This design comes from an exercise in tuning for a short achievable clock period and few clock cycles on the open sky130 flow, not from production work.
In this exercise RTL edits were held to simulation tests only and were not proved equivalent to the original.
Power and IR drop assume default switching activity.

Setup of the reference run:
==> flow/design.v (excerpt) <==
module Top(
    input clk, rst,
    input forwardingEn,
    output [31:0] instAddr,
    input [31:0] instData,
    output wbValid,
    output [3:0] wbDest,
    output [31:0] wbData,
    input [15:0] SRAM_DQ_in,
    output [15:0] SRAM_DQ_out,
    output [17:0] SRAM_ADDR,
    output SRAM_UB_N,
    output SRAM_LB_N,
    output SRAM_WE_N,
    output SRAM_CE_N,
    output SRAM_OE_N
);
Size: ~160 I/O pins, roughly 100000 um2 of cells after synthesis.
==> flow/config.mk <==
export PLATFORM = sky130hd
export DESIGN_NAME = Top
export DESIGN_NICKNAME = Top
export VERILOG_FILES = /design/flow/design.v
export SDC_FILE = /design/flow/constraint.sdc
export NUM_CORES = 4
export LEC_CHECK = 0
export CAP_MARGIN = 20
export CORE_MARGIN = 2
export CORE_UTILIZATION = 40
export SLEW_MARGIN = 20
==> flow/constraint.sdc <==
create_clock -name core_clock -period 13.0 [get_ports {clk}]
set_input_delay 2.6000 -clock core_clock [delete_from_list [all_inputs] [get_ports {clk}]]
set_output_delay 2.6000 -clock core_clock [all_outputs]
set_load 0.01 [all_outputs]
standard.sh (not shown) runs the stock make flow with config.mk's settings and CLKGATE_MAP_FILE= SYNTH_SCRIPT=/design/flow/synth_recipe.tcl, a recipe that flattens the netlist after the stock synthesis.
==> flow/flow/run.sh <==
#!/bin/bash
# The standard layout (the standard.sh: standard synthesis, ORFS floorplan to
# finish), with ORFS's timing repair aimed below the clock period. The SDC and
# the clock period are unchanged; only repair_timing's setup margin is raised.
set -euo pipefail
bash standard.sh SETUP_SLACK_MARGIN=9 TNS_END_PERCENT=100 finish > standard_flow.log 2>&1
Testbench counts of the reference run, summed over its fixed seeds: cycles 18,879.
Input changes introduced in the trial run (baseline for comparison: the reference run):
--- a/flow/design.v
+++ b/flow/design.v
@@ -179,47 +179,45 @@
     wire hzM = ~fwdEn & mWbV;
     assign idStall = (useA & ((hzE & eDest == dRn) | (hzM & mDest == dRn))) |
                      (useR & ((hzE & eDest == dRs2) | (hzM & mDest == dRs2))) |
                      (vD & dShifted & (dFwdMR | dFwdWR));
     wire [31:0] dPcP4 = pcD + 32'd4;
     wire [29:0] dOff = {{6{ir[23]}}, ir[23:0]};
     wire [32:0] dCy = ksCarry({3'b0, pcD[31:2] & dOff, 1'b1}, {3'b0, pcD[31:2] ^ dOff, 1'b0});
     wire [31:0] dTarget = {pcD[31:2] ^ dOff ^ dCy[29:0], pcD[1:0]};
-    wire dStable = ~(vE & eS) | ~ePass;
+    wire dStable = ~(vE & eS);
     wire dPredF = dStable ? condPass(dCond, flags)
                           : (dCond == 4'b1110 || (ir[23] && dCond != 4'b1111));
     wire [8:0] dLow = {1'b0, pcD[9:2]} + {1'b0, ir[7:0]} + 9'd1;
     wire dPageX = (dLow[8] != ir[7]);
     wire idRedirect = vD & dIsBr & ((dPredF != dPred) | (dPred & dPageX));
     wire [31:0] idRedirPc = dPredF ? dTarget : dPcP4;
     wire [31:0] fa = eFwdMA ? mRes : eFwdWA ? wData : eA;
     wire [31:0] fr = eFwdMR ? mRes : eFwdWR ? wData : eR;
-    wire [31:0] bx = eFwdMB ? (mRes ^ {32{eSub}}) : eFwdWB ? (wData ^ {32{eSub}}) : eB;
+    wire [31:0] b = eFwdMB ? mRes : eFwdWB ? wData : eB;
+    wire [31:0] bx = eSub ? ~b : b;
     wire cin = eUseC ? flags[1] : eSub;
     wire [32:0] kc = ksCarry({fa & bx, cin}, {fa ^ bx, 1'b0});
     wire [31:0] px = fa ^ bx;
     wire [32:0] sum = {kc[32], px ^ kc[31:0]};
     reg [31:0] res;
-    reg [31:0] lres;     
     always @(*) begin
         case (eRes)
-            R_AND: lres = fa & bx;       
-            R_ORR: lres = fa | bx;
-            R_EOR: lres = fa ^ bx;
-            R_MVN: lres = ~bx;
-            default: lres = bx;
+            R_ARI: res = sum[31:0];
+            R_AND: res = fa & b;
+            R_ORR: res = fa | b;
+            R_EOR: res = fa ^ b;
+            R_MVN: res = ~b;
+            default: res = b;
         endcase
     end
-    always @(*) begin
-        res = (eRes == R_ARI) ? sum[31:0] : lres;
-    end
     wire fN = res[31];
     wire fC = eArith & (sum[32] ^ eSub);
-    wire fV = eArith & (kc[31] ^ kc[32]);    
+    wire fV = eArith & (fa[31] == bx[31]) & (res[31] != fa[31]);
     wire ePass = condPass(eCond, flags);
     wire eExec = vE & ePass;
     assign eExecWb = eExec & eWb;
     wire exRedirect = vE & eBr & (ePass ^ ePred) & ~memStall;
     wire [31:0] exRedirPc = ePass ? eTgt : eP4;
     wire exLoadGo = eExec & eLoad & ~memStall;    
     reg [31:0] cData [0:CN-1];
     reg [16:0] cTag [0:CN-1];        
@@ -415,29 +413,29 @@
             eBr <= dIsBr;
             ePred <= dPredF;
             eRes <= dRes;
             eSub <= dSub;
             eUseC <= dUseC;
             eArith <= dArith;
             eA <= dA;
             eR <= dR;
-            eB <= dSub ? ~dB : dB;
+            eB <= dB;
             eFwdMA <= dFwdMA;
             eFwdWA <= dFwdWA;
             eFwdMR <= dFwdMR;
             eFwdWR <= dFwdWR;
             eFwdMB <= dFwdMB;
             eFwdWB <= dFwdWB;
             eTgt <= dTarget;
             eP4 <= dPcP4;
         end else begin
             eA <= fa;
             eR <= fr;
-            eB <= bx;
+            eB <= b;
             eFwdMA <= 1'b0;
             eFwdWA <= 1'b0;
             eFwdMR <= 1'b0;
             eFwdWR <= 1'b0;
             eFwdMB <= 1'b0;
             eFwdWB <= 1'b0;
         end
         if (!memStall) begin
For the trial run, the library cell contributing the largest single delay on the critical path was sky130_fd_sc_hd__nor4_4, unlike the reference run, where it was sky130_fd_sc_hd__mux4_2. Changes observed in the trial run relative to the reference run: post-DP HPWL went up by 5.3%, multi-input gate area in the final layout went down by 310 um2, final area moved down, combinational logic power went up about 3%, worst hold margin fell by 0.0071 ns. Routed wire length (higher): the trial run.
Testbench counts of the trial run, summed over its fixed seeds: cycles 18,893.

-- port drivers added, routing unchanged --
How much do the figures lean on ideal ports? The routed layouts below were timed once more, with nothing changed but the port constraints. Step 1 (the two cells are an assumption about what drives the block):
set clk [get_ports {clk}]
set_driving_cell -lib_cell sky130_fd_sc_hd__clkbuf_16 $clk
set_driving_cell -lib_cell sky130_fd_sc_hd__buf_2 [delete_from_list [all_inputs] $clk]
Step 2 adds t to the input delays and takes it off the output delays; t is the mean of the earliest and latest rising clock arrival at the registers after step 1. Input paths then give back, and output paths get back, about the clock's delay inside the block. a / b / c = no drivers / after step 1 / after step 2; a / b = the first two.
run	t, ns	slack for setup (ns)	worst hold slack (ns)
the reference run	1.010	8.469 / 8.469 / 7.911	0.465 / 0.465 / 0.465
the trial run	0.967	8.539 / 8.539 / 7.691	0.458 / 0.458 / 0.458
After both steps setup and hold are still met in every run listed. The setup slack of the trial run, which loses most, moves by 0.000 ns with the drivers and by -0.848 ns with both steps.
